This design comes from an exercise in tuning for small area and a short achievable clock period on the open sky130 flow, not from production work. The RTL was checked by simulation tests, not by an equivalence proof against the original design. Power and IR drop assume default switching activity.

`flow/config.mk`:
```
export PLATFORM = sky130hd
export DESIGN_NAME = generic_fifo_dc
export DESIGN_NICKNAME = generic_fifo_dc
export VERILOG_FILES = /design/flow/design.v
export SDC_FILE = /design/flow/constraint.sdc
export NUM_CORES = 4
export LEC_CHECK = 0
export CAP_MARGIN = 20
export CORE_MARGIN = 2
export CORE_UTILIZATION = 60
export CTS_CLUSTER_DIAMETER = 100
export CTS_CLUSTER_SIZE = 26
export SETUP_SLACK_MARGIN = 2.8
export SLEW_MARGIN = 20
```
`flow/constraint.sdc`:
```
create_clock -name core_clock -period 5.0 [get_ports {clk}]
set_input_delay 1.0000 -clock core_clock [delete_from_list [all_inputs] [get_ports {clk}]]
set_output_delay 1.0000 -clock core_clock [all_outputs]
set_load 0.01 [all_outputs]
```
`flow/design.v`:
```
module generic_dpram(clk, wsel_lo_n, wsel_hi_n, di, rsel_lo, rsel_hi, dout);
	parameter aw = 8;
	parameter dw = 8;
	parameter wl = 4;
	parameter rl = 5;
	localparam wh = aw-wl;
	localparam rh = aw-rl;
	input                 clk;
	input  [(1<<wl)-1:0]  wsel_lo_n;  
	input  [(1<<wh)-1:0]  wsel_hi_n;  
	input  [dw-1:0]       di;
	input  [(1<<rl)-1:0]  rsel_lo;    
	input  [(1<<rh)-1:0]  rsel_hi;    
	output [dw-1:0]       dout;
	reg	[dw-1:0]	mem [(1<<aw)-1:0];
	reg	[dw-1:0]	part [(1<<rh)-1:0];
	reg	[dw-1:0]	rd [(1<<rh)-1:0];
	reg	[(1<<rh)-1:0]	rsel_hi_r;
	reg	[dw-1:0]	orp;
	integer r, i;
	always @* begin
		for (r = 0; r < (1<<rh); r = r + 1) begin
			rd[r] = {dw{1'b0}};
			for (i = 0; i < (1<<rl); i = i + 1)
				rd[r] = rd[r] | (mem[r*(1<<rl)+i] & {dw{rsel_lo[i]}});
		end
	end
	always @(posedge clk) begin
		for (r = 0; r < (1<<rh); r = r + 1)
			part[r] <= rd[r];
		rsel_hi_r <= rsel_hi;
	end
	always @* begin
		orp = {dw{1'b0}};
		for (r = 0; r < (1<<rh); r = r + 1)
			orp = orp | (part[r] & {dw{rsel_hi_r[r]}});
	end
	assign dout = orp;
	always @(posedge clk)
		for (i = 0; i < (1<<aw); i = i + 1)
			if (~(wsel_lo_n[i % (1<<wl)] | wsel_hi_n[i / (1<<wl)]))
				mem[i] <= di;
endmodule
module generic_fifo_dc(clk, rst, clr, din, we, dout, re,
			full, empty, full_n, empty_n, level );
parameter dw=8;
parameter aw=8;
parameter n=9;
parameter max_size = 1<<aw;
localparam la = aw/2;		 
localparam ha = aw-la;
localparam rl = aw-3;		 
localparam rh = aw-rl;
function [aw:0] inc;
	input [aw:0] a;
	integer k;
	begin
		for (k = 0; k <= aw; k = k + 1)
			inc[k] = a[k] ^ ((a & ((1 << k) - 1)) == ((1 << k) - 1));
	end
endfunction
function [aw:0] dec;
	input [aw:0] a;
	integer k;
	begin
		for (k = 0; k <= aw; k = k + 1)
			dec[k] = a[k] ^ ((a & ((1 << k) - 1)) == 0);
	end
endfunction
input			clk, rst, clr;
input	[dw-1:0]	din;
input			we;
output	[dw-1:0]	dout;
input			re;
output			full;
output			empty;
output			full_n;
output			empty_n;
output	[1:0]		level;
reg	[aw:0]		wp;
wire	[aw:0]		wp_pl1;
reg	[aw:0]		rp;
wire	[aw:0]		rp_pl1;
reg	[aw:0]		wp_s, rp_s;
reg	[aw:0]		diff_r1, diff_r2;
reg			re_r, we_r;
reg			full, empty, full_n, empty_n;
reg	[1:0]		level;
reg	[(1<<la)-1:0]	wp_lo_n;	 
reg	[(1<<ha)-1:0]	wp_hi_n;	 
reg	[aw:0]		fp;
reg	[(1<<rl)-1:0]	fp_lo;		 
reg	[(1<<rh)-1:0]	fp_hi;		 
reg			fp_av;		 
wire			fetch;
reg			fetch_r;
reg	[1:0]		fidx_r;
wire	[dw-1:0]	rdata;
reg	[dw-1:0]	buf0, buf1, buf2, buf3;
reg	[dw-1:0]	do_reg;
assign dout = do_reg;
generic_dpram  #(aw,dw,la,rl) u0(
	.clk(		clk		),
	.wsel_lo_n(	wp_lo_n		),
	.wsel_hi_n(	wp_hi_n		),
	.di(		din		),
	.rsel_lo(	fp_lo		),
	.rsel_hi(	fp_hi		),
	.dout(		rdata		)
	);
always @(posedge clk)
	if(!rst)	wp <= {aw+1{1'b0}};
	else
	if(clr)		wp <= {aw+1{1'b0}};
	else
	if(we)		wp <= wp_pl1;
assign wp_pl1 = inc(wp);
always @(posedge clk)
	if(!rst | clr) begin
		wp_lo_n <= {{(1<<la)-1{1'b1}}, 1'b0};
		wp_hi_n <= {{(1<<ha)-1{1'b1}}, 1'b0};
	end else if(we) begin
		wp_lo_n <= {wp_lo_n[(1<<la)-2:0], wp_lo_n[(1<<la)-1]};
		if(!wp_lo_n[(1<<la)-1])
			wp_hi_n <= {wp_hi_n[(1<<ha)-2:0], wp_hi_n[(1<<ha)-1]};
	end
always @(posedge clk)
	if(!rst)	rp <= {aw+1{1'b0}};
	else
	if(clr)		rp <= {aw+1{1'b0}};
	else
	if(re)		rp <= rp_pl1;
assign rp_pl1 = inc(rp);
reg			zero_r;
wire	[aw:0]		diff_nxt;
always @(posedge clk)
	zero_r <= !rst | clr;
assign diff_nxt = zero_r ? {aw+1{1'b0}} :
		  (we_r & !re_r) ? inc(diff_r1) :
		  (re_r & !we_r) ? dec(diff_r1) : diff_r1;
assign fetch = fp_av & ~((fp[1:0] == rp[1:0]) & (fp[2] != rp[2]));
always @(posedge clk)
	if(!rst | clr) begin
		fp    <= {aw+1{1'b0}};
		fp_lo <= {{(1<<rl)-1{1'b0}}, 1'b1};
		fp_hi <= {{(1<<rh)-1{1'b0}}, 1'b1};
	end else if(fetch) begin
		fp    <= inc(fp);
		fp_lo <= {fp_lo[(1<<rl)-2:0], fp_lo[(1<<rl)-1]};
		if(fp_lo[(1<<rl)-1])
			fp_hi <= {fp_hi[(1<<rh)-2:0], fp_hi[(1<<rh)-1]};
	end
always @(posedge clk)
	if(!rst | clr)	fp_av <= 1'b0;
	else if(we)	fp_av <= 1'b1;
	else if(fetch)	fp_av <= (wp != inc(fp));
always @(posedge clk) begin
	fetch_r <= fetch & rst & ~clr;
	fidx_r  <= fp[1:0];
end
always @(posedge clk)
	if(fetch_r)
		case(fidx_r)
		2'd0: buf0 <= rdata;
		2'd1: buf1 <= rdata;
		2'd2: buf2 <= rdata;
		default: buf3 <= rdata;
		endcase
always @(posedge clk)
	case(rp[1:0])
	2'd0: do_reg <= buf0;
	2'd1: do_reg <= buf1;
	2'd2: do_reg <= buf2;
	default: do_reg <= buf3;
	endcase
always @(posedge clk)	wp_s <= wp;
always @(posedge clk)	rp_s <= rp;
always @(posedge clk)
	empty <= (wp_s == rp) | (re & (wp_s == rp_pl1));
always @(posedge clk)
	full <= ((wp[aw-1:0] == rp_s[aw-1:0]) & (wp[aw] != rp_s[aw])) |
	(we & (wp_pl1[aw-1:0] == rp_s[aw-1:0]) & (wp_pl1[aw] != rp_s[aw]));
always @(posedge clk)	re_r <= re;
always @(posedge clk)	diff_r1 <= diff_nxt;
always @(posedge clk)
	empty_n <= (diff_r1 < n) | ((diff_r1==n) & (re | re_r));
always @(posedge clk)	we_r <= we;
always @(posedge clk)	diff_r2 <= diff_nxt;
always @(posedge clk)
	full_n <= (diff_r2 > max_size-n) | ((diff_r2==max_size-n) & (we | we_r));
always @(posedge clk)
	level <= {2{diff_nxt[aw]}} | diff_nxt[aw-1:aw-2];
endmodule
```
`flow/run.sh`:
```
#!/bin/bash
# synth_recipe.tcl (not shown) runs the flow's synth.tcl, then flattens the netlist and writes it again
# the make line also repeats each setting of config.mk as NAME=value (left out here)
make -C /OpenROAD-flow-scripts/flow DESIGN_CONFIG=/design/flow/config.mk WORK_HOME=/design/flow/orfs CLKGATE_MAP_FILE= SYNTH_SCRIPT=/design/flow/synth_recipe.tcl finish
```
==> reports/qor.yml, run 1 <==
min_period_over_period: 0.454
finalHoldViolations: 0
critPathRequiredTime_ps: 5610
fin_tns_setup_ps: 0
grt_pass1_vias: 44300
leakage_nw: 26.7
maxSlewViolCount: 0
path_class: "flip-flop to flip-flop"
seq_area_um2: 67000
synth.yosys.warnings: 5
async_reset_ff_frac: 0
path_clk_slew_ps: 100
cts_root_buf: "clkbuf_16"
crit_chain: "buf_4 -> a22oi_1 -> nand4_1 -> or4_4"
ff2ff_setup_slack_ps: 2730
rsz0062_at_grt: "true"
drcViolationCount: 0
clock_sinks: 2299
ir_worst_vdd_mv: 0.382
setup_viol: 0
max_freq_ghz: 0.441
syn_nets: 4808
largest_reg_flops: 2048
num_io_pins: 27
numCtsBuffers: 98
worstSkewPairLatency_ps: 770
worst_hold_path_type: "flip-flop to flip-flop"
synth-edff-count: 2080
gp_congestion: 0.874
syn_to_final_growth_pct: 7.49
status: "finished clean"
core_area_um2: 136000
synth_seq_area_share: 0.813
synth_area_um2: 82200
rr_startpoint: "fp_lo[10]$_SDFFE_PP0P_"
p_per_area_nw_per_um2: 352
synthCells: 4774
final_util: 0.651
period_needed_ps: 2270
drt_pass1_iterations: 6
cts_tree: "yes"
timing.rr.end: "u0.part[0][1]$_DFF_P_"
hpwl_um: 146000
hp-start: "fp_hi[1]$_SDFFE_PP0P_"
min_path_cells: 0
cts_max_level: 3
die_w_um: 374
relSlewSlack: 0.167
track_usage: 0.375
critPathArrivalTime_ps: 2880
grt_antenna_before_repair: 16
reg2reg_depth: 4
multi_input_area_um2: 14100
via_per_inst: 7.39
ctsHoldBuffers: 0
cp_max_fo: 20
critPathCapture: "u0.part[0][1]$_DFF_P_"
regMostFlops: "u0.mem"
ys.flop_type: "edfxtp_1"
cap_violations: 0
path_depth: 4
ys_types: 52
layout-drive-gt1-share: 0.0836
grt_max_degree: 146
cp_top_family: "simple AND/OR/NAND/NOR gates"
grt_pass1_wl_um: 362000
syn_area_per_cell_um2: 17.2
tightest_slew_ps: 1240
final.fill_count: 9533
start_kind: "flip-flop"
fin_skew_ps: 35.6
critical_path_buf_inv_count: 1
wl_um: 269000
vias: 48700
portBuffers: 26
ant_nets: 0
wl_per_cell_um: 40.7
synth-seq-cells: 2299
critical_path.max_stage_delay_ps: 670
fp.dieArea_um2: 140000
rows: 135
critical-path-slowest-cell: "or4_4"
worstSetupEndpointType: "flip-flop"
worstSetupStartpoint: "fp_lo[10]$_SDFFE_PP0P_"
initial_core_util: 0.605
overflow: 0
die-height_um: 374
reg.largest.list: "u0.mem: 2048 flops, u0.part: 64 flops, fp_lo: 32 flops"
nets: 4764
clock_path_buffers: 3
drt_iter0_markers: 8864
## cells by family (layout without fill, tap and decap cells)
group	Yosys count	count (layout)	share of synthesized area
DFF	2299	2299	0.813
AOI/OAI and AO/OA	1152	1152	0.104
and+or+nand+nor	849	849	0.0519
buffers and inverters	360	394	0.0174
xor gates and xnor gates	62	62	0.00661
muxes	31	31	0.00379
adders and majority gates	21	21	0.00320
other	0	5	0
## cells in the mapped netlist (30+ instances only)
library cell | count | area share
or4_1 | 65 | 0.0059
clkbuf_1 | 181 | 0.0083
nor2_1 | 293 | 0.013
edfxtp_1 | 2080 | 0.76
dfxtp_1 | 219 | 0.053
a22oi_1 | 1058 | 0.097
xor2_1 | 35 | 0.0037
a21oi_1 | 50 | 0.0030
nand4_1 | 270 | 0.021
nand2_1 | 142 | 0.0065
buf_2 | 42 | 0.0026
buf_1 | 108 | 0.0049
mux2i_1 | 30 | 0.0037
nand3_1 | 33 | 0.0020
## stage by stage
step	std cells	instance area (µm²)	total power [W]	hold slack, ps	worst slack [ps]
3_3_place_gp	6373	84600	0.0219	358	1850
2_1_floorplan	4774	82200	0.0215	329	3000
5_1_grt	6589	88400	0.0317	390	2700
3_5_place_dp	6375	84700	0.0219	362	1830
6_report	6594	88400	0.0311	384	2730
4_1_cts	6570	88000	0.0311	376	2580
## final cells by class
class,instances,area share
multi-input combinational,2115,0.159
sequential,2299,0.758
antenna,5,0.000142
timing repair buffer,195,0.0243
clock buffer,175,0.0315
tap,1781,0.0252
inverter,21,0.000920
clock inverter,3,0.000467
## how the worst min path moves through the flow
stage                                    to  slack, ps
finish              u0.rsel_hi_r[1]$_DFF_P_        380
global route        u0.rsel_hi_r[2]$_DFF_P_        390
CTS                 u0.rsel_hi_r[0]$_DFF_P_        380
detailed placement  u0.rsel_hi_r[0]$_DFF_P_        360
global placement    u0.rsel_hi_r[0]$_DFF_P_        360
floorplan                   rp_s[6]$_DFF_P_        330
## where the power goes
group	switching, W	internal, W	total, W
registers	0.0000556	0.0209	0.0210
logic	0.000429	0.000107	0.000536
clock network	0.00575	0.00383	0.00958
total	0.00623	0.0249	0.0311
## metal layers
layer / GRT usage / part of all wire / vias up
met1: 0.546 / 0.37 / 25200
met5: 0 / 0.00020 / -
met2: 0.566 / 0.45 / 3751
met4: 0.122 / 0.040 / 10
met3: 0.0900 / 0.14 / 523
li1: - / - / 19200
## what timing repair did
action / in CTS / in global routing
setup endpoints to repair: 116 / 39
buffers inserted: 17 / 14
pin swaps: 1 / 4
resized for setup: 100 / 26
## cell usage in the layout (no fill, tap or decap), types with 7 or more instances in the layout
cell type / Yosys / routed
nor2_1: 293 / 256
clkbuf_1: 181 / 75
and3_1: 12 / 12
or4_1: 65 / 63
dfxtp_2: 0 / 23
nand2_1: 142 / 142
a21oi_1: 50 / 50
buf_12: 0 / 29
mux2i_1: 30 / 30
inv_1: 20 / 20
a211oi_1: 8 / 8
clkbuf_16: 0 / 100
edfxtp_1: 2080 / 2080
nor2_2: 0 / 37
o21ai_0: 7 / 7
buf_4: 7 / 107
nor3_1: 11 / 11
buf_2: 42 / 7
nand4_1: 270 / 270
ha_1: 21 / 20
xnor2_1: 27 / 27
buf_6: 0 / 24
xor2_1: 35 / 35
dfxtp_4: 0 / 32
a22oi_1: 1058 / 1057
a222oi_1: 8 / 8
dfxtp_1: 219 / 164
buf_8: 0 / 11
nand3_1: 33 / 33
==> run 2, diff against run 1 <==
--- a/flow/config.mk
+++ b/flow/config.mk
@@ -9,6 +9,6 @@
 export CORE_MARGIN = 2
-export CORE_UTILIZATION = 60
+export CORE_UTILIZATION = 70
 export CTS_CLUSTER_DIAMETER = 100
 export CTS_CLUSTER_SIZE = 26
-export SETUP_SLACK_MARGIN = 2.8
+export SETUP_SLACK_MARGIN = 2.95
 export SLEW_MARGIN = 20
==> run 2 against run 1 <==
Net effect: still clean; clock power shrank 0.8%; critical endpoint is now dout[0]; first-iteration DRC count grew 24%; highest routed layer unchanged; register-to-register slack gained 130 ps; largest power group unchanged; combinational power grew 0.9%; critical path depth shrank 3.
==> reports/qor.yml, run 2 <==
synthCells: 4774
worst_hold_path_type: "flip-flop to flip-flop"
critical_path_buf_inv_count: 1
initial_core_util: 0.707
clock_path_buffers: 3
ys.flop_type: "edfxtp_1"
regMostFlops: "u0.mem"
start_kind: "flip-flop"
hpwl_um: 136000
synthTopCellsByArea: "edfxtp_1, a22oi_1, dfxtp_1"
core_area_um2: 116000
drcViolationCount: 0
dp.cells: 6081
clock_sinks: 2299
gp_congestion: 0.896
leakage_nw: 27.1
num_io_pins: 27
yosys-top-cells-count: "edfxtp_1, a22oi_1, nor2_1"
reg2reg_depth: 1
status: "finished clean"
critPathArrivalTime_ps: 1180
swShare: 0.198
die_w_um: 347
drt_iter0_markers: 11000
via_per_inst: 7.88
syn_to_final_growth_pct: 8.46
synth.yosys.warnings: 5
cts_tree: "yes"
comb_power_share: 0.017
synth_area_um2: 82200
final_util: 0.766
ir_worst_vdd_mv: 0.375
worstSkewPairLatency_ps: 760
drt_pass1_iterations: 9
stdcell_area_um2: 89200
maxSlewViolCount: 0
grt_pass1_vias: 46400
rsz0062_at_grt: "true"
max_freq_ghz: 0.458
layout-drive-gt1-share: 0.103
vias: 50400
worstSetupStartpoint: "do_reg[0]$_DFF_P_"
fp.dieArea_um2: 120000
syn_nets: 4808
overflow: 0
syn_area_per_cell_um2: 17.2
grt_max_degree: 154
power_frac_clock: 0.306
synth-edff-count: 2080
ys_types: 52
synth_seq_area_share: 0.813
cp_max_fo: 1
final_common_cell: "edfxtp_1"
synth_most_common_cell: "edfxtp_1"
cts_max_level: 3
place_area_um2: 84000
nets: 4820
worstSetupEndpointType: "output port"
period_needed_ps: 2180
critPathCapture: "dout[0]"
final.fill_count: 6533
synth_top_area_cell: "edfxtp_1"
fin_skew_ps: 35.0
cp_top_family: "flip-flops"
synth_top_area_frac: 0.760
fin_tns_setup_ps: 0
finalNonFillerCells: 6401
pwr-share-seq: 0.676
relSlewSlack: 0.157
die-height_um: 347
wl_per_cell_um: 42.4
async_reset_ff_frac: 0
critPathRequiredTime_ps: 4000
wl_um: 271000
min_period_over_period: 0.437
ff2ff_setup_slack_ps: 2860
rows: 125
final_cell_mix: "edfxtp_1, a22oi_1, nand4_1, nor2_1, dfxtp_1"
internal_power_w: 0.0249
grt_antenna_before_repair: 20
ant_nets: 0
ctsHoldBuffers: 0
rr_startpoint: "wp_lo_n[0]$_SDFFE_PP0P_"
path_depth: 1
track_usage: 0.448
crit_chain: "buf_2"
reg.largest.list: "u0.mem: 2048 flops, u0.part: 64 flops, fp_lo: 32 flops"
cap_violations: 0
largest_reg_flops: 2048
portBuffers: 26
path_class: "flip-flop to output port"
power.total_w: 0.0310
setup_viol: 0
synth-seq-cells: 2299
cts_root_buf: "clkbuf_16"
path_clk_slew_ps: 100
p_switching_w: 0.00615
numCtsBuffers: 98
tightest_slew_ps: 1260
hp-start: "fp_hi[5]$_SDFFE_PP0P_"
grt_pass1_wl_um: 367000
timing.rr.end: "u0.mem[48][7]$_DFFE_PN_"
critical-path-slowest-cell: "dfxtp_1"
finalHoldViolations: 0
critical_path.max_stage_delay_ps: 320
p_per_area_nw_per_um2: 348
-- run 2: cells by family after synthesis --
| logic type | Yosys count | synth area share |
|---|---|---|
| flip-flops | 2299 | 0.813 |
| multiplexers | 31 | 0.00379 |
| XOR/XNOR | 62 | 0.00661 |
| AND/OR/NAND/NOR | 849 | 0.0519 |
| adder cells (fa/ha/maj) | 21 | 0.00320 |
| buffers and inverters | 360 | 0.0174 |
| AO/OA/AOI/OAI | 1152 | 0.104 |
-- run 2: repair_timing --
item                       CTS  global route
setup endpoints to repair  301           197
gates resized for setup    161            41
pin swaps                    8            13
buffers inserted            87            37
gates cloned                 1             1
-- run 2: layer usage --
layer,track usage,vias up,share of wire
li1,-,19400,-
met2,0.640,5097,0.43
met4,0.256,17,0.073
met3,0.155,1082,0.18
met1,0.610,24900,0.32
met5,0.00920,-,0.0014
-- run 2: worst min-delay path by stage --
stage,end,slack [ps],cells after the start
after floorplan,rp_s[6]$_DFF_P_,330,0
after global placement,u0.rsel_hi_r[7]$_DFF_P_,360,0
after detailed placement,u0.rsel_hi_r[0]$_DFF_P_,360,0
after CTS,u0.rsel_hi_r[5]$_DFF_P_,370,0
after global routing,u0.rsel_hi_r[2]$_DFF_P_,390,0
final,u0.rsel_hi_r[5]$_DFF_P_,370,0
-- run 2: area by class of cell --
cell class / count / area [µm²] / area share
multi-input cells: 2117 / 14300 / 0.160
repair buffers: 249 / 3050 / 0.0342
flip-flops and latches: 2299 / 67000 / 0.751
clock buffers: 177 / 2790 / 0.0313
well taps: 1524 / 1910 / 0.0214
inverters: 21 / 81.3 / 0.000912
diodes: 11 / 27.5 / 0.000309
clock inverters: 3 / 41.3 / 0.000463
-- run 2: through the flow --
| step | hold slack [ps] | setup WS (ps) |
|---|---|---|
| final | 371 | 2820 |
| after global routing | 388 | 2800 |
| after CTS | 374 | 2800 |
| after detailed placement | 359 | 1540 |
| after global placement | 359 | 1530 |
| after floorplan | 329 | 3000 |
-- run 2: power groups by stage --
stage | Combinational, W | Clock [W] | Sequential, W
3_5_place_dp | 0.000489 | 0 | 0.0214
5_1_grt | 0.000563 | 0.0100 | 0.0210
2_1_floorplan | 0.000137 | 0 | 0.0214
6_report | 0.000541 | 0.00950 | 0.0210
3_3_place_gp | 0.000471 | 0 | 0.0214
4_1_cts | 0.000510 | 0.00937 | 0.0210
==> run 3, diff against run 2 <==
--- a/flow/design.v
+++ b/flow/design.v
@@ -95,4 +95,5 @@
 wire			fetch;
-reg			fetch_r;
-reg	[1:0]		fidx_r;
+reg			fetch_r, fetch_rr;
+reg	[1:0]		fidx_r, fidx_rr;
+reg	[dw-1:0]	rdata_r;
 wire	[dw-1:0]	rdata;
@@ -157,14 +158,20 @@
 always @(posedge clk) begin
-	fetch_r <= fetch & rst & ~clr;
-	fidx_r  <= fp[1:0];
+	fetch_r  <= fetch & rst & ~clr;
+	fidx_r   <= fp[1:0];
+	fetch_rr <= fetch_r & rst & ~clr;
+	fidx_rr  <= fidx_r;
+	rdata_r  <= rdata;
 end
 always @(posedge clk)
-	if(fetch_r)
-		case(fidx_r)
-		2'd0: buf0 <= rdata;
-		2'd1: buf1 <= rdata;
-		2'd2: buf2 <= rdata;
-		default: buf3 <= rdata;
+	if(fetch_rr)
+		case(fidx_rr)
+		2'd0: buf0 <= rdata_r;
+		2'd1: buf1 <= rdata_r;
+		2'd2: buf2 <= rdata_r;
+		default: buf3 <= rdata_r;
 		endcase
 always @(posedge clk)
+	if(fetch_rr & (fidx_rr == rp[1:0]))
+		do_reg <= rdata_r;
+	else
 	case(rp[1:0])
--- a/flow/config.mk
+++ b/flow/config.mk
@@ -9,6 +9,6 @@
 export CORE_MARGIN = 2
-export CORE_UTILIZATION = 70
+export CORE_UTILIZATION = 60
 export CTS_CLUSTER_DIAMETER = 100
 export CTS_CLUSTER_SIZE = 26
-export SETUP_SLACK_MARGIN = 2.95
+export SETUP_SLACK_MARGIN = 2.8
 export SLEW_MARGIN = 20
==> run 3 against run 2 <==
Net effect: still clean; critical path depth is the same; clock skew grew 13 ps; global-route usage shrank 6.5 points; sequential cell count grew 11; clock-buffer cell count is the same; cell count grew 4.0%; core utilization shrank 12 points; final area shrank 0.26%; register-to-register slack lost 90 ps; sequential power is essentially flat; critical path type is now flip-flop to flip-flop; highest routed layer unchanged.
==> reports/qor.yml, run 3 <==
status: "finished clean"
drt_iter0_markers: 9428
critical_path.max_stage_delay_ps: 1090
clock_path_buffers: 3
ys_types: 53
overflow: 0
setup_viol: 0
cts_max_level: 3
ys.flop_type: "edfxtp_1"
synthTopCellsByArea: "edfxtp_1, a22oi_1, dfxtp_1"
regMostFlops: "u0.mem"
grt_pass1_wl_um: 370000
cap_violations: 0
period_needed_ps: 2230
cp_max_fo: 18
grt_max_degree: 146
cp_top_family: "simple AND/OR/NAND/NOR gates"
swShare: 0.200
p_per_area_nw_per_um2: 352
finalHoldViolations: 0
final_common_cell: "edfxtp_1"
reg.largest.list: "u0.mem: 2048 flops, u0.part: 64 flops, fp_lo: 32 flops"
rr_startpoint: "wp_lo_n[3]$_SDFFE_PP1P_"
async_reset_ff_frac: 0
internal_power_w: 0.0250
worstSetupEndpointType: "flip-flop"
synth-edff-count: 2080
layout-drive-gt1-share: 0.0890
power_frac_clock: 0.309
synth.yosys.warnings: 5
comb_power_share: 0.016
p_switching_w: 0.00626
syn_nets: 4838
numCtsBuffers: 98
min_period_over_period: 0.447
critPathRequiredTime_ps: 5360
clock_sinks: 2310
gp_congestion: 0.871
track_usage: 0.383
fin_skew_ps: 47.9
cts_root_buf: "clkbuf_16"
core_area_um2: 137000
ant_nets: 0
die_w_um: 375
power.total_w: 0.0313
die-height_um: 375
min_path_cells: 0
synthCells: 4804
fin_tns_setup_ps: 0
start_kind: "flip-flop"
initial_core_util: 0.603
ir_worst_vdd_mv: 0.366
largest_reg_flops: 2048
path_clk_slew_ps: 110
drt_pass1_iterations: 8
portBuffers: 26
grt_pass1_vias: 45300
num_io_pins: 27
reg2reg_depth: 1
vias: 49600
via_per_inst: 7.45
synth-seq-cells: 2310
synth_seq_area_share: 0.812
rows: 136
maxSlewViolCount: 0
worstSkewPairLatency_ps: 780
fp.dieArea_um2: 141000
wl_per_cell_um: 41.9
place_area_um2: 85100
nets: 4809
synth_most_common_cell: "edfxtp_1"
drcViolationCount: 0
hp-start: "fidx_r[1]$_DFF_P_"
grt_antenna_before_repair: 11
synth_area_um2: 82600
min_to: "fidx_rr[1]$_DFF_P_"
final.fill_count: 9583
max_freq_ghz: 0.448
cts_tree: "yes"
wl_um: 279000
syn_area_per_cell_um2: 17.2
syn_to_final_growth_pct: 7.63
ff2ff_setup_slack_ps: 2770
worst_hold_path_type: "flip-flop to flip-flop"
rsz0062_at_grt: "true"
synth_top_area_frac: 0.756
final_cell_mix: "edfxtp_1, a22oi_1, nand4_1, nor2_1, dfxtp_1"
tightest_slew_ps: 1230
crit_chain: "nor2_1"
leakage_nw: 26.9
pwr-share-seq: 0.675
yosys-top-cells-count: "edfxtp_1, a22oi_1, nor2_1"
critical_path_buf_inv_count: 0
hold_ws_ps: 341
critical-path-slowest-cell: "nor2_1"
hpwl_um: 147000
stdcell_area_um2: 88900
timing.rr.end: "u0.mem[35][6]$_DFFE_PN_"
relSlewSlack: 0.177
synth_top_area_cell: "edfxtp_1"
critPathArrivalTime_ps: 2600
path_class: "flip-flop to flip-flop"
[run 3: how the worst max path moves through the flow]
stage | start | cells after the start | to
after floorplan | we | 4 | wp_lo_n[10]$_SDFFE_PP1P_
after global placement | clr | 6 | fp_lo[21]$_SDFFE_PP0P_
after detailed placement | clr | 6 | fp_lo[11]$_SDFFE_PP0P_
after CTS | full$_DFF_P_ | 1 | full
after global routing | full$_DFF_P_ | 1 | full
final | wp_lo_n[3]$_SDFFE_PP1P_ | 1 | u0.mem[35][6]$_DFFE_PN_
[run 3: through the flow]
stage	instances	setup slack (ps)	util
floorplan	4804	3060	-
CTS	6624	2600	0.645
global route	6648	2740	0.648
global placement	6430	1800	0.620
detailed placement	6431	1790	0.621
finish	6656	2770	0.648
[run 3: layer usage]
layer | global-route usage | wire [µm] | up-vias | share of wire
li1 | - | - | 19400 | -
met4 | 0.145 | 13800 | 4 | 0.049
met1 | 0.557 | 103000 | 25400 | 0.37
met3 | 0.0865 | 37700 | 638 | 0.14
met2 | 0.575 | 125000 | 4122 | 0.45
met5 | 0 | 25 | - | 0.000090
[run 3: final cells by class]
class	count	area [µm²]	area share
tap	1794	2240	0.0252
inverter	14	55.1	0.000619
timing repair buffer	210	2310	0.0260
clock buffer	177	2830	0.0319
sequential	2310	67200	0.756
antenna	8	20.0	0.000225
multi-input combinational	2141	14200	0.160
clock inverter	2	21.3	0.000239
[run 3: cell families after synthesis]
family                     after synthesis  synth area share
DFF                                   2310             0.812
adders and majority gates               21           0.00318
xor gates and xnor gates                64           0.00697
and+or+nand+nor                        866            0.0525
muxes                                   26           0.00318
buffers and inverters                  353            0.0183
AOI/OAI and AO/OA                     1164             0.104
[run 3: power by group through the flow]
stage	Combinational [W]	Clock (W)	Sequential, W
2_1_floorplan	0.000142	0	0.0215
3_3_place_gp	0.000480	0	0.0215
3_5_place_dp	0.000491	0	0.0215
4_1_cts	0.000491	0.00965	0.0211
5_1_grt	0.000534	0.0102	0.0211
6_report	0.000506	0.00966	0.0211
[run 3: what timing repair did]
item	CTS	global route
pin swaps	0	5
buffers inserted	14	17
hold buffers	0	0
setup endpoints to repair	105	64
resized for setup	100	38
==> run 4, diff against run 3 <==
--- a/flow/config.mk
+++ b/flow/config.mk
@@ -12,3 +12,3 @@
 export CTS_CLUSTER_SIZE = 26
-export SETUP_SLACK_MARGIN = 2.8
+export SETUP_SLACK_MARGIN = 2.95
 export SLEW_MARGIN = 20
==> run 4 against run 3 <==
Net effect: first-iteration DRC count up 2.4%; hold slack worse by 1.2 ps; die area is the same; register-to-register slack gained 30 ps; clock-buffer cell count is the same; sequential power is essentially flat; total power up 0.14%; via count grew 1.5%; sequential cell count stayed put.
==> reports/qor.yml, run 4 <==
critical_path.max_stage_delay_ps: 370
fp.dieArea_um2: 141000
p_per_area_nw_per_um2: 347
hold_ws_ps: 339
via_per_inst: 7.47
multi_input_area_um2: 14400
worstSkewPairLatency_ps: 780
cap_violations: 0
reg.largest.list: "u0.mem: 2048 flops, u0.part: 64 flops, fp_lo: 32 flops"
drt_pass1_iterations: 6
cp_top_family: "flip-flops"
seq_area_um2: 67200
critical_path_buf_inv_count: 1
hpwl_um: 147000
die_w_um: 375
regMostFlops: "u0.mem"
async_reset_ff_frac: 0
critPathRequiredTime_ps: 4000
final.fill_count: 9438
ys.flop_type: "edfxtp_1"
status: "finished clean"
tightest_slew_ps: 1220
track_usage: 0.404
period_needed_ps: 2210
ctsHoldBuffers: 0
rsz0062_at_grt: "true"
nets: 4884
layout-drive-gt1-share: 0.115
grt_max_degree: 146
die-height_um: 375
critPathArrivalTime_ps: 1210
drcViolationCount: 0
leakage_nw: 27.4
fin_skew_ps: 46.1
synthCells: 4804
core_area_um2: 137000
worst_hold_path_type: "flip-flop to flip-flop"
drt_iter0_markers: 9652
synth_seq_area_share: 0.812
rows: 136
synth_top_area_cell: "edfxtp_1"
largest_reg_flops: 2048
min_period_over_period: 0.442
start_kind: "flip-flop"
setup_viol: 0
synth_top_area_frac: 0.756
syn_area_per_cell_um2: 17.2
final_cell_mix: "edfxtp_1, a22oi_1, nand4_1, nor2_1, dfxtp_1"
grt_pass1_wl_um: 386000
relSlewSlack: 0.189
yosys-top-cells-count: "edfxtp_1, a22oi_1, nor2_1"
fin_tns_setup_ps: 0
synth_area_um2: 82600
clock_path_buffers: 3
ant_nets: 0
synth-seq-cells: 2310
syn_to_final_growth_pct: 9.02
ys_types: 53
cts_max_level: 3
grt_pass1_vias: 45800
syn_nets: 4838
finalHoldViolations: 0
maxSlewViolCount: 0
portBuffers: 26
num_io_pins: 27
initial_core_util: 0.603
clock_sinks: 2310
cts_tree: "yes"
gp_congestion: 0.871
path_clk_slew_ps: 100
critical-path-slowest-cell: "dfxtp_2"
max_freq_ghz: 0.453
wl_per_cell_um: 42.9
worstSetupEndpointType: "output port"
vias: 50300
cp_max_fo: 1
synth_most_common_cell: "edfxtp_1"
stdcell_area_um2: 90100
final_common_cell: "edfxtp_1"
ir_worst_vdd_mv: 0.368
cts_root_buf: "clkbuf_16"
place_area_um2: 85100
overflow: 0
synth.yosys.warnings: 5
crit_chain: "buf_6"
path_class: "flip-flop to output port"
numCtsBuffers: 98
synth-edff-count: 2080
synthTopCellsByArea: "edfxtp_1, a22oi_1, dfxtp_1"
wl_um: 289000
grt_antenna_before_repair: 18
[run 4: timing repair]
item | in CTS | in global routing
pin swaps | 7 | 10
setup endpoints to repair | 396 | 313
gates resized for setup | 175 | 54
setup buffers | 73 | 36
cloned | 0 | 1
[run 4: kinds of logic (layout without fill, tap and decap cells)]
| logic type | count (synthesis) | after routing | synth area share |
|---|---|---|---|
| AOI/OAI and AO/OA | 1164 | 1165 | 0.104 |
| DFF | 2310 | 2310 | 0.812 |
| adders and majority gates | 21 | 21 | 0.00318 |
| xor gates and xnor gates | 64 | 64 | 0.00697 |
| other | 0 | 10 | 0 |
| buffers and inverters | 353 | 477 | 0.0183 |
| and+or+nand+nor | 866 | 866 | 0.0525 |
| muxes | 26 | 26 | 0.00318 |
[run 4: layout make-up]
class                   count  area share
diodes                     10    0.000278
clock buffers             177      0.0315
clock inverters             2    0.000236
flip-flops and latches   2310       0.746
inverters                  14    0.000639
multi-input cells        2142       0.160
well taps                1794      0.0249
repair buffers            284      0.0363
[run 4: per-layer routing]
layer / vias to the layer above / global-route usage / part of all wire
met1: 25700 / 0.576 / 0.36
li1: 19500 / - / -
met3: 716 / 0.112 / 0.15
met2: 4292 / 0.588 / 0.44
met4: 18 / 0.185 / 0.054
met5: - / 0 / 0.00045
[run 4: through the flow]
stage / power [W] / utilization / instances / setup slack, ps
floorplan: 0.0216 / - / 4804 / 3060
global placement: 0.0220 / 0.620 / 6430 / 1800
detailed placement: 0.0220 / 0.621 / 6431 / 1790
CTS: 0.0312 / 0.653 / 6683 / 2650
global route: 0.0319 / 0.657 / 6723 / 2750
finish: 0.0313 / 0.657 / 6733 / 2790
[run 4: path summary, 6_finish.rpt]
kind / start / to / slack [ps] / cells past startpoint
setup / recovery: full$_DFF_P_ / full / 2790 / 1
hold / removal: fidx_r[1]$_DFF_P_ / fidx_rr[1]$_DFF_P_ / 340 / 0
hold reg to reg: fidx_r[1]$_DFF_P_ / fidx_rr[1]$_DFF_P_ / 340 / 0
setup reg to reg: wp_lo_n[0]$_SDFFE_PP0P_ / u0.mem[176][6]$_DFFE_PN_ / 2800 / 2
[run 4: where the power goes]
group	switching (W)	internal [W]	total, W
logic	0.000419	0.000107	0.000525
clock network	0.00580	0.00388	0.00969
registers	0.0000764	0.0210	0.0211
total	0.00630	0.0250	0.0313
==> run 5, diff against run 4 <==
--- a/flow/config.mk
+++ b/flow/config.mk
@@ -7,3 +7,3 @@
 export LEC_CHECK = 0
-export CAP_MARGIN = 20
+export CAP_MARGIN = 10
 export CORE_MARGIN = 2
@@ -13,2 +13,2 @@
 export SETUP_SLACK_MARGIN = 2.95
-export SLEW_MARGIN = 20
+export SLEW_MARGIN = 10
==> run 5 against run 4 <==
Net effect: clock skew grew 7.8 ps; critical path type unchanged; core utilization shrank 0.087 points; area after synthesis is the same; via count grew 0.21%; largest power group unchanged.
==> reports/qor.yml, run 5 <==
status: "finished clean"
synthTopCellsByArea: "edfxtp_1, a22oi_1, dfxtp_1"
syn_nets: 4838
die_w_um: 375
grt_pass1_wl_um: 386000
crit_chain: "buf_6"
start_kind: "flip-flop"
cts_root_buf: "clkbuf_16"
synth-seq-cells: 2310
syn_to_final_growth_pct: 8.88
leakage_nw: 27.3
fin_skew_ps: 53.9
path_class: "flip-flop to output port"
initial_core_util: 0.603
yosys.area_share.simple: 0.0525
nets: 4868
synth_seq_area_share: 0.812
setup_viol: 0
synth_xor_area_frac: 0.00697
p_per_area_nw_per_um2: 348
ys.flop_type: "edfxtp_1"
overflow: 0
die-height_um: 375
grt_pass1_vias: 46000
rsz0062_at_grt: "true"
synthCells: 4804
synth_most_common_cell: "edfxtp_1"
layout-drive-gt1-share: 0.111
min_path_cells: 0
ir_worst_vdd_mv: 0.344
largest_reg_flops: 2048
period_needed_ps: 2180
yosys-top-cells-count: "edfxtp_1, a22oi_1, nor2_1"
vias: 50400
synth.yosys.warnings: 5
synth_top_area_frac: 0.756
cts_max_level: 3
critPathRequiredTime_ps: 4000
synth_area_um2: 82600
grt_max_degree: 146
hold_ws_ps: 336
worstSetupEndpointType: "output port"
synth-edff-count: 2080
fp.dieArea_um2: 141000
min_to: "fidx_rr[0]$_DFF_P_"
drt_pass1_iterations: 6
reg.largest.list: "u0.mem: 2048 flops, u0.part: 64 flops, fp_lo: 32 flops"
ctsHoldBuffers: 0
synth_top_area_cell: "edfxtp_1"
fin_tns_setup_ps: 0
hpwl_um: 146000
critical_path_buf_inv_count: 1
syn_area_per_cell_um2: 17.2
finalHoldViolations: 0
min_period_over_period: 0.437
clock_path_buffers: 3
ys_types: 53
core_area_um2: 137000
numCtsBuffers: 98
final_common_cell: "edfxtp_1"
yosys.area_share.adder: 0.00318
cp_max_fo: 1
track_usage: 0.405
rr_startpoint: "wp_lo_n[15]$_SDFFE_PP1P_"
final_cell_mix: "edfxtp_1, a22oi_1, nand4_1, nor2_1, dfxtp_1"
regMostFlops: "u0.mem"
ant_nets: 0
critical-path-slowest-cell: "dfxtp_2"
num_io_pins: 27
via_per_inst: 7.51
gp_congestion: 0.871
relSlewSlack: 0.160
synth_compound_area_frac: 0.104
timing.rr.end: "u0.mem[143][3]$_DFFE_PN_"
grt_antenna_before_repair: 18
portBuffers: 26
async_reset_ff_frac: 0
yosys-mux-area-fraction: 0.00318
synth_top_family_by_area: "compound AO/OA/AOI/OAI gates"
hp-start: "fidx_r[0]$_DFF_P_"
maxSlewViolCount: 0
tightest_slew_ps: 1260
cap_violations: 0
path_clk_slew_ps: 100
critical_path.max_stage_delay_ps: 360
ff2ff_setup_slack_ps: 2830
power.total_w: 0.0313
cts_tree: "yes"
clock_sinks: 2310
wl_um: 288000
final.fill_count: 9443
worstSkewPairLatency_ps: 770
max_freq_ghz: 0.458
rows: 136
reg2reg_depth: 1
wl_per_cell_um: 42.8
worst_hold_path_type: "flip-flop to flip-flop"
cp_top_family: "flip-flops"
drt_iter0_markers: 9940
drcViolationCount: 0
critPathArrivalTime_ps: 1180
run 5: changes by cell type in the layout (fill, tap and decap cells not counted), sizes merged:
| cell | previous run | this run |
|---|---|---|
| clkdlybuf4s50 | 2 | 3 |
| buf | 275 | 259 |
| dlymetal6s2s | 1 | 0 |
| clkbuf | 183 | 182 |
run 5: cells by family after synthesis:
| group | count (synthesis) |
|---|---|
| flip-flops | 2310 |
| AND/OR/NAND/NOR | 866 |
| adder cells (fa/ha/maj) | 21 |
| multiplexers | 26 |
| XOR/XNOR | 64 |
| AO/OA/AOI/OAI | 1164 |
| buffers and inverters | 353 |
run 5: stage by stage:
step / cells / utilization / setup slack [ps] / cell area [µm²]
2_1_floorplan: 4804 / - / 3060 / 82600
3_3_place_gp: 6430 / 0.620 / 1800 / 85000
3_5_place_dp: 6430 / 0.620 / 1810 / 85000
4_1_cts: 6672 / 0.652 / 2650 / 89500
5_1_grt: 6706 / 0.656 / 2760 / 89900
6_report: 6716 / 0.656 / 2820 / 90000
run 5: where the power goes:
part | leakage (nW) | switching, W | total [W] | internal, W
clock network | 1.36 | 0.00580 | 0.00969 | 0.00388
registers | 20.6 | 0.0000729 | 0.0211 | 0.0210
logic | 5.34 | 0.000423 | 0.000530 | 0.000107
total | 27.3 | 0.00630 | 0.0313 | 0.0250
run 5: area by class of cell:
class,instances,area (µm²),share of cell area
Clock inverter,2,21.3,0.000236
Antenna cell,10,25.0,0.000278
Clock buffer,176,2830,0.0315
Inverter,14,57.6,0.000640
Timing Repair Buffer,268,3180,0.0353
Multi-Input combinational cell,2142,14400,0.160
Sequential cell,2310,67200,0.747
Tap cell,1794,2240,0.0249
run 5: layer usage:
metal,up-vias,track usage,share of wire
met1,26000,0.574,0.36
met3,702,0.115,0.14
met2,4233,0.592,0.44
li1,19500,-,-
met5,-,0,0.00049
met4,12,0.175,0.050
run 5: how the worst max path moves through the flow:
stage | startpoint | end | depth (start not counted)
after global routing | full$_DFF_P_ | full | 1
after CTS | full$_DFF_P_ | full | 1
after detailed placement | clr | fp_lo[5]$_SDFFE_PP0P_ | 6
final | full$_DFF_P_ | full | 1
after global placement | clr | fp_lo[21]$_SDFFE_PP0P_ | 6
after floorplan | we | wp_lo_n[10]$_SDFFE_PP1P_ | 4
run 5: what timing repair did:
action,4_1_cts,5_1_grt
endpoints found under the hold margin,0,0
setup buffers,64,33
pin swaps,6,9
resized for setup,198,63
cloned,0,1
endpoints found under the setup margin,579,397
==> run 6, diff against run 5 <==
--- a/flow/config.mk
+++ b/flow/config.mk
@@ -7,5 +7,5 @@
 export LEC_CHECK = 0
-export CAP_MARGIN = 10
+export CAP_MARGIN = 20
 export CORE_MARGIN = 2
-export CORE_UTILIZATION = 60
+export CORE_UTILIZATION = 70
 export CTS_CLUSTER_DIAMETER = 100
@@ -13,2 +13,2 @@
 export SETUP_SLACK_MARGIN = 2.95
-export SLEW_MARGIN = 10
+export SLEW_MARGIN = 20
==> run 6 against run 5 <==
Net effect: still clean on timing, DRC and antenna; total power fell by 0.35%; wire length fell by 4.0%; sequential cell count did not move; via count rose by 0.64%; sequential power barely moved; hold slack improved by 2.1 ps; global-route usage rose by 4.7 points; critical endpoint is now empty; largest cell class unchanged; highest routed layer unchanged.
==> reports/qor.yml, run 6 <==
status: "finished clean"
track_usage: 0.451
hpwl_um: 139000
critical_path.max_stage_delay_ps: 340
rows: 126
cts_max_level: 3
final.fill_count: 6686
wl_per_cell_um: 42.9
tightest_slew_ps: 1270
post-place-ws_ps: 1830
grt_antenna_before_repair: 14
largest_reg_flops: 2048
internal_power_w: 0.0249
drcViolationCount: 0
grt_max_degree: 162
pwr-share-seq: 0.675
relSlewSlack: 0.150
cap_violations: 0
synth_top_area_frac: 0.756
nets: 4840
ant_nets: 0
crit_chain: "buf_6"
wl_um: 276000
synth-edff-count: 2080
ctsHoldBuffers: 0
cts_root_buf: "clkbuf_16"
fin_tns_setup_ps: 0
overflow: 0
critical-path-slowest-cell: "dfxtp_2"
start_kind: "flip-flop"
core_area_um2: 118000
async_reset_ff_frac: 0
drt_pass1_iterations: 8
comb_power_share: 0.018
synth.yosys.warnings: 5
syn_to_final_growth_pct: 8.16
clock_path_buffers: 3
cts_tree: "yes"
p_switching_w: 0.00625
synth_area_um2: 82600
setup_viol: 0
syn_nets: 4838
regMostFlops: "u0.mem"
numCtsBuffers: 98
via_per_inst: 7.89
finalHoldViolations: 0
die-height_um: 348
ys.flop_type: "edfxtp_1"
final_cell_mix: "edfxtp_1, a22oi_1, nand4_1, nor2_1, dfxtp_1"
worstSkewPairLatency_ps: 770
swShare: 0.200
yosys-top-cells-count: "edfxtp_1, a22oi_1, nor2_1"
critPathRequiredTime_ps: 4000
gp_congestion: 0.917
die_w_um: 348
synth_most_common_cell: "edfxtp_1"
synth_top_area_cell: "edfxtp_1"
path_clk_slew_ps: 100
synth_seq_area_share: 0.812
fin_skew_ps: 31.6
power_frac_clock: 0.307
cp_top_family: "flip-flops"
cp_max_fo: 1
path_class: "flip-flop to output port"
clock_sinks: 2310
hold_ws_ps: 338
maxSlewViolCount: 0
worstSetupEndpointType: "output port"
finalWorstSetupSlack_ps: 2810
initial_core_util: 0.703
reg.largest.list: "u0.mem: 2048 flops, u0.part: 64 flops, fp_lo: 32 flops"
grt_pass1_vias: 46500
period_needed_ps: 2190
grt_pass1_wl_um: 370000
worst_hold_path_type: "flip-flop to flip-flop"
layout-drive-gt1-share: 0.101
ys_types: 53
vias: 50700
synthTopCellsByArea: "edfxtp_1, a22oi_1, dfxtp_1"
syn_area_per_cell_um2: 17.2
fp.dieArea_um2: 121000
synthCells: 4804
rsz0062_at_grt: "true"
num_io_pins: 27
p_per_area_nw_per_um2: 349
critPathArrivalTime_ps: 1190
drt_iter0_markers: 11000
critical_path_buf_inv_count: 1
synth-seq-cells: 2310
min_period_over_period: 0.439
portBuffers: 26
final_common_cell: "edfxtp_1"
max_freq_ghz: 0.456
ir_worst_vdd_mv: 0.449
leakage_nw: 27.2
run 6: per-layer routing:
metal  track usage  wire (µm)  share of wire
met3         0.152      48800           0.18
met1         0.621      89800           0.33
met4         0.251      19700          0.071
met5        0.0124         69        0.00025
met2         0.643     118000           0.43
run 6: area by class of cell:
| cell class | instances | area [µm²] | share of cell area |
|---|---|---|---|
| diodes | 12 | 30.0 | 0.000336 |
| clock buffers | 170 | 2770 | 0.0309 |
| clock inverters | 6 | 71.3 | 0.000798 |
| inverters | 14 | 57.6 | 0.000644 |
| multi-input cells | 2141 | 14300 | 0.160 |
| flip-flops and latches | 2310 | 67200 | 0.752 |
| well taps | 1536 | 1920 | 0.0215 |
| repair buffers | 241 | 2980 | 0.0333 |
run 6: cell families after synthesis:
kind of cell / synth area share
buffers and inverters: 0.0183
multiplexers: 0.00318
flip-flops: 0.812
XOR/XNOR: 0.00697
AND/OR/NAND/NOR: 0.0525
AO/OA/AOI/OAI: 0.104
adder cells (fa/ha/maj): 0.00318
run 6: timing repair:
action,CTS,global route
endpoints found under the setup margin,352,182
gates resized for setup,165,38
buffers inserted,71,34
endpoints found under the hold margin,0,0
pin swaps,1,7
run 6: worst paths after layout:
check                                start                       end  slack [ps]  cells after the start
hold / removal           fidx_r[1]$_DFF_P_        fidx_rr[1]$_DFF_P_         340                      0
setup reg to reg  wp_lo_n[13]$_SDFFE_PP1P_  u0.mem[109][6]$_DFFE_PN_        2830                      1
hold reg to reg          fidx_r[1]$_DFF_P_        fidx_rr[1]$_DFF_P_         340                      0
setup / recovery             empty$_DFF_P_                     empty        2810                      1
run 6: per-stage QoR:
step	cell area (µm²)	util	total power, W	cells
floorplan	82600	-	0.0216	4804
global route	89300	0.760	0.0317	6418
CTS	88700	0.755	0.0310	6378
global placement	84300	0.717	0.0220	6122
finish	89400	0.760	0.0312	6430
detailed placement	84500	0.718	0.0220	6131
run 6: power by group through the flow:
stage | clock network, W | logic [W] | registers, W
global route | 0.0100 | 0.000570 | 0.0211
CTS | 0.00944 | 0.000508 | 0.0211
floorplan | 0 | 0.000142 | 0.0215
global placement | 0 | 0.000481 | 0.0215
detailed placement | 0 | 0.000498 | 0.0215
finish | 0.00958 | 0.000549 | 0.0211
==> run 7, diff against run 6 <==
--- a/flow/config.mk
+++ b/flow/config.mk
@@ -9,6 +9,6 @@
 export CORE_MARGIN = 2
-export CORE_UTILIZATION = 70
+export CORE_UTILIZATION = 65
 export CTS_CLUSTER_DIAMETER = 100
 export CTS_CLUSTER_SIZE = 26
-export SETUP_SLACK_MARGIN = 2.95
+export SETUP_SLACK_MARGIN = 3.05
 export SLEW_MARGIN = 20
==> run 7 against run 6 <==
Net effect: via count is 0.68% lower; core utilization is 4.2 points lower; critical path type unchanged; sequential power about the same; largest power group unchanged.
==> reports/qor.yml, run 7 <==
final_common_cell: "edfxtp_1"
max_freq_ghz: 0.455
synthCells: 4804
synth_top_area_frac: 0.756
place_area_um2: 84800
die-height_um: 361
critical_path.max_stage_delay_ps: 340
wl_per_cell_um: 42.1
drcViolationCount: 0
top_layer: "met5"
finalHoldViolations: 0
vias: 50400
fp.dieArea_um2: 130000
core_area_um2: 126000
ir_worst_vdd_mv: 0.334
path_clk_slew_ps: 110
synthTopCellsByArea: "edfxtp_1, a22oi_1, dfxtp_1"
grt_antenna_before_repair: 18
final_cell_mix: "edfxtp_1, a22oi_1, nand4_1, nor2_1, dfxtp_1"
worstSetupEndpointType: "output port"
period_needed_ps: 2200
critPathRequiredTime_ps: 4000
cts_max_level: 3
yosys-top-cells-count: "edfxtp_1, a22oi_1, nor2_1"
syn_to_final_growth_pct: 9.39
hold_ws_ps: 343
synth_most_common_cell: "edfxtp_1"
rsz0062_at_grt: "true"
cts_root_buf: "clkbuf_16"
p_per_area_nw_per_um2: 346
synth-edff-count: 2080
critical_path_buf_inv_count: 1
leakage_nw: 27.4
met2_length_um: 121000
layout-drive-gt1-share: 0.128
clock_path_buffers: 3
stdcell_area_um2: 90400
worst_hold_path_type: "flip-flop to flip-flop"
critical-path-slowest-cell: "dfxtp_2"
final.fill_count: 7797
grt_pass1_vias: 45900
ant_nets: 0
path_class: "flip-flop to output port"
cp_max_fo: 1
crit_chain: "buf_6"
drt_pass1_iterations: 7
synth.yosys.warnings: 5
track_usage: 0.421
min_period_over_period: 0.439
die_w_um: 361
reg.largest.list: "u0.mem: 2048 flops, u0.part: 64 flops, fp_lo: 32 flops"
portBuffers: 26
gp_congestion: 0.872
cap_violations: 0
ys.flop_type: "edfxtp_1"
synth_top_area_cell: "edfxtp_1"
critPathArrivalTime_ps: 1200
setup_viol: 0
maxSlewViolCount: 0
worstSkewPairLatency_ps: 770
hpwl_um: 142000
power.total_w: 0.0313
nets: 4881
regMostFlops: "u0.mem"
numCtsBuffers: 98
syn_area_per_cell_um2: 17.2
tightest_slew_ps: 1210
via_per_inst: 7.65
cts_tree: "yes"
initial_core_util: 0.656
syn_nets: 4838
ctsHoldBuffers: 0
synth-seq-cells: 2310
num_io_pins: 27
start_kind: "flip-flop"
ys_types: 53
largest_reg_flops: 2048
grt_max_degree: 181
wl_met1_um: 93700
cp_top_family: "flip-flops"
relSlewSlack: 0.196
fin_tns_setup_ps: 0
fin_skew_ps: 24.7
overflow: 0
drt_iter0_markers: 10200
grt_pass1_wl_um: 373000
synth_area_um2: 82600
met3RoutedLength_um: 44600
clock_sinks: 2310
async_reset_ff_frac: 0
synth_seq_area_share: 0.812
rows: 130
wl_um: 277000
status: "finished clean"
[run 7: cell counts after synthesis]
Identical to the previous run, type by type.
[run 7: worst paths after layout]
kind,start,to,slack (ps),cells past startpoint
worst max-delay path,full$_DFF_P_,full,2800,1
worst min register to register,fidx_r[0]$_DFF_P_,fidx_rr[0]$_DFF_P_,340,0
worst max register to register,wp_lo_n[4]$_SDFFE_PP1P_,u0.mem[116][5]$_DFFE_PN_,2940,2
worst min-delay path,fidx_r[0]$_DFF_P_,fidx_rr[0]$_DFF_P_,340,0
[run 7: metal layers]
metal,track usage,vias up
li1,-,19500
met1,0.578,25400
met2,0.614,4610
met3,0.135,829
met4,0.211,24
met5,0.00407,-
[run 7: kinds of logic after synthesis]
family                   share of synthesized area
multiplexers                               0.00318
AO/OA/AOI/OAI                                0.104
buffers and inverters                       0.0183
flip-flops                                   0.812
adder cells (fa/ha/maj)                    0.00318
XOR/XNOR                                   0.00697
AND/OR/NAND/NOR                             0.0525
[run 7: layout make-up]
| type | instances | area (µm²) | area share |
|---|---|---|---|
| antenna | 8 | 20.0 | 0.000221 |
| timing repair buffer | 280 | 3410 | 0.0377 |
| multi-input combinational | 2143 | 14700 | 0.163 |
| clock inverter | 2 | 46.3 | 0.000512 |
| clock buffer | 180 | 2850 | 0.0315 |
| tap | 1650 | 2060 | 0.0228 |
| sequential | 2310 | 67200 | 0.744 |
| inverter | 14 | 57.6 | 0.000637 |
[run 7: where the power goes]
part	leakage, nW	switching, W	internal [W]
logic	5.47	0.000439	0.000115
registers	20.6	0.0000664	0.0210
clock network	1.37	0.00571	0.00394
[run 7: through the flow]
stage / cells / worst slack (ps) / util
after global routing: 6580 / 2770 / 0.718
after global placement: 6274 / 1850 / 0.673
after detailed placement: 6277 / 1860 / 0.674
after floorplan: 4804 / 3060 / -
final: 6587 / 2800 / 0.718
after CTS: 6562 / 2750 / 0.713
[run 7: repair_timing]
| item | CTS | global route |
|---|---|---|
| gates cloned | 0 | 2 |
| resized for setup | 232 | 98 |
| setup buffers | 103 | 14 |
| hold endpoints to repair | 0 | 0 |
| pin swaps | 15 | 21 |
| setup endpoints to repair | 594 | 500 |

==> static timing again, ports no longer ideal <==
How much do the figures lean on ideal ports? The routed layouts below were timed once more, with nothing changed but the port constraints.
Step 1 (the two cells are an assumption about what drives the block):
set clk [get_ports {clk}]
set_driving_cell -lib_cell sky130_fd_sc_hd__clkbuf_16 $clk
set_driving_cell -lib_cell sky130_fd_sc_hd__buf_2 [delete_from_list [all_inputs] $clk]
Step 2 moves the port delays by t, midway between the first and last clock arrival at a register: inputs arrive t later, outputs are due t later. That takes back most of the time a late clock gives input paths.
Three values: ideal, step 1, step 2; two values: the first two.
run	shift t [ns]	setup WS [ns]	slew at the worst register clock pin (ns)	worst data-port slew with drivers (ns)
run 1	0.837	2.731 / 2.670 / 2.098	0.11 / 0.11	0.05
run 2	0.819	2.816 / 2.736 / 2.199	0.11 / 0.11	0.05
run 3	0.839	2.766 / 2.700 / 2.084	0.11 / 0.11	0.05
run 4	0.846	2.791 / 2.705 / 2.291	0.11 / 0.11	0.05
run 5	0.833	2.817 / 2.729 / 2.253	0.11 / 0.11	0.05
run 6	0.829	2.807 / 2.734 / 2.194	0.12 / 0.12	0.04
run 7	0.831	2.804 / 2.725 / 2.285	0.11 / 0.11	0.04
After both steps every run listed still meets setup and hold. The setup slack of run 3, which loses most, moves by -0.066 ns with the drivers and by -0.682 ns with both steps.
